This is an optimization exercise on Yosys and OpenROAD, whose aim is small area and a short achievable clock period, not a production implementation. Function was checked by simulation only, so behaviour that the tests miss may differ from the original. Power figures rest on the tool's default switching activity, not on a simulated workload.

## build 51
// ALU_TOP
module ALU_TOP #(
  parameter DATA_WIDTH = 16
  ) (
  input wire [DATA_WIDTH - 1 : 0] A,
  input wire [DATA_WIDTH - 1 : 0] B,
  input wire [3:0] ALU_FUN,
  input wire CLK,
  output wire [DATA_WIDTH - 1 : 0] Arith_OUT,
  output wire Carry_OUT,
  output wire Arith_Flag,
  output wire [DATA_WIDTH - 1 : 0] Logic_OUT,
  output wire Logic_Flag,
  output wire [DATA_WIDTH - 1 : 0] Shift_OUT,
  output wire Shift_Flag,
  output wire [DATA_WIDTH - 1 : 0] CMP_OUT,
  output wire CMP_Flag
  );
  localparam K = 8;    
  wire [15:0] q_pre;
  wire [15:0] r_pre;
  wire [17:0] b3_pre = {2'b00, B} + {1'b0, B, 1'b0};
  DIV_R4 #(.FIRST(0), .LAST(K - 1), .HI3_FROM_B(1)) U_div_pre (
    .a(A), .b(B), .b3(b3_pre), .r_in(16'd0), .q(q_pre), .r_out(r_pre)
  );
  reg [15:0] a_q, b_q;
  reg [3:0]  fun_q;
  reg [K-1:0] qh_q;
  reg [K-1:0] r_q;
  reg [17:0] b3_q;
  always @(posedge CLK) begin
    a_q   <= A;
    b_q   <= B;
    fun_q <= ALU_FUN;
    qh_q  <= q_pre[15:16-K];
    r_q   <= r_pre[K-1:0];
    b3_q  <= b3_pre;
  end
  wire [15:0] q_post;
  wire [15:0] r_post;
  DIV_R4 #(.FIRST(K), .LAST(15)) U_div_post (
    .a(a_q), .b(b_q), .b3(b3_q), .r_in({{(16-K){1'b0}}, r_q}), .q(q_post), .r_out(r_post)
  );
  wire [15:0] quot = {qh_q, q_post[15-K:0]};
  wire [16:0] sum  = {1'b0, a_q} + {1'b0, b_q};
  wire [16:0] dif  = {1'b0, a_q} - {1'b0, b_q};
  wire [16:0] prod = a_q * b_q;
  wire sel_arith = (fun_q[3:2] == 2'b00);
  wire sel_logic = (fun_q[3:2] == 2'b01);
  wire sel_cmp   = (fun_q[3:2] == 2'b10);
  wire sel_shift = (fun_q[3:2] == 2'b11);
  reg [16:0] arith;
  always @(*) begin
    case (fun_q[1:0])
      2'b00: arith = sum;
      2'b01: arith = dif;
      2'b10: arith = prod;
      default: arith = {1'b0, quot};
    endcase
  end
  assign {Carry_OUT, Arith_OUT} = sel_arith ? arith : 17'd0;
  assign Arith_Flag = sel_arith;
  reg [15:0] logic_r;
  always @(*) begin
    case (fun_q[1:0])
      2'b00: logic_r = a_q & b_q;
      2'b01: logic_r = a_q | b_q;
      2'b10: logic_r = ~(a_q & b_q);
      default: logic_r = ~(a_q | b_q);
    endcase
  end
  assign Logic_OUT  = sel_logic ? logic_r : 16'd0;
  assign Logic_Flag = sel_logic;
  reg [1:0] cmp_r;
  always @(*) begin
    case (fun_q[1:0])
  ...
export LEC_CHECK = 0
export ABC_AREA = 1
export CAP_MARGIN = 20
export CORE_MARGIN = 2
export CORE_UTILIZATION = 60
export SLEW_MARGIN = 20
export TNS_END_PERCENT = 0
create_clock -name core_clock -period 38.0 [get_ports {CLK}]
standard.sh (not shown) runs the stock make flow with config.mk's settings and CLKGATE_MAP_FILE= SYNTH_SCRIPT=/design/flow/synth_recipe.tcl, a recipe that flattens the netlist after the stock synthesis.
==> flow/flow/run.sh <==
#!/bin/bash
set -euo pipefail
MARGIN=23.5
bash standard.sh ADDER_MAP_FILE= SETUP_SLACK_MARGIN=$MARGIN \
  "BUFFER_PORTS_ARGS=-buffer_cell sky130_fd_sc_hd__buf_2" finish > standard_make.log 2>&1
### build 51 -> build 36
Settings: removing ABC_AREA (formerly 1).
-- flow/flow/run.sh --
<<< build 51, line 2
>>> build 36, line 2
# The standard layout with three changes to how it is made (the SDC, clock
# period and constraints are unchanged):
#  - synthesis leaves adders to ABC instead of mapping them to full/half-adder
#    cells first (ADDER_MAP_FILE empty skips extract_fa); registers are the
#    same as in the standard synthesis;
#  - every input and output port still gets a buffer, but a plain buf_2
#    rather than the delay buffer buffer_ports picks by default;
#  - the resizer's setup repair aims at a slack well above zero, so it keeps
#    sizing the critical path after the 38 ns clock is met.
# standard.sh's make output goes to standard_make.log; each ORFS step writes
# its own log under orfs/logs.
Results
Build 36 went all the way through the flow, and no timing, DRC or antenna check failed. Taking build 51 as the reference, in build 36 wire length of the first global-routing pass moved up, via count of the routed design decreased by 1541 relative to the old numbers, count of nets after finishing down 775, power in sequential cells now sits higher, register cell area after layout increased 3.1%.
[inputs] build 82 vs build 36
==> flow/flow/run.sh <==
#!/bin/bash
# The standard layout with two changes to how it is made (the SDC, clock
# period and constraints are unchanged):
#  - synthesis leaves adders to ABC instead of mapping them to full/half-adder
#    cells first (ADDER_MAP_FILE empty skips extract_fa); registers are the
#    same as in the standard synthesis;
#  - the resizer's setup repair aims at a slack well above zero, so it keeps
#    sizing the critical path after the 38 ns clock is met.
set -euo pipefail
MARGIN=23.5
bash standard.sh ADDER_MAP_FILE= SETUP_SLACK_MARGIN=$MARGIN finish > standard_make.log 2>&1
==> run summary <==
- Build 82 against build 36: overall power consumption went up by 1.8%, routed length on met1 went down 1.6%, H-tree level count barely changed.
- Against build 36, count of instances resized after the clock tree is built in build 82 rose slightly.
- On worst supply voltage drop on vdd: between build 82 and build 36, it ends up higher for build 82.
- In the route summary, build 82 ends up with a via count exceeding that of build 36.
- [compare] base=build 36 new=build 82: final standard cell area without fillers higher; worst setup slack went down; data arrival time of the critical path picked up an extra 160 ps.

-- separate check: timing with driven ports --
The flow's constraints put no driver on any port. The routed layouts listed below were extracted and timed again, unchanged, in two steps. Step 1, drivers: a clkbuf_16 drives CLK and a buf_2 each remaining input, both assumed. Step 2, shift: input delay + t, output delay - t, t = (earliest + latest rising clock arrival at the registers) / 2. This alone moves slack from input paths to output paths. a / b / c = no drivers / after step 1 / after step 2; a / b = the first two.
run	t (ns)	setup slack, ns	worst data-port slew with drivers (ns)
build 51	0.422	23.888 / 23.836 / 24.258	0.04
build 36	0.425	21.958 / 21.906 / 21.925	0.04
build 82	0.432	21.798 / 21.742 / 21.729	0.06
After both steps every run listed still meets setup and hold. For build 82, which loses most, drivers alone change the setup slack by -0.056 ns; drivers and shift together by -0.069 ns.
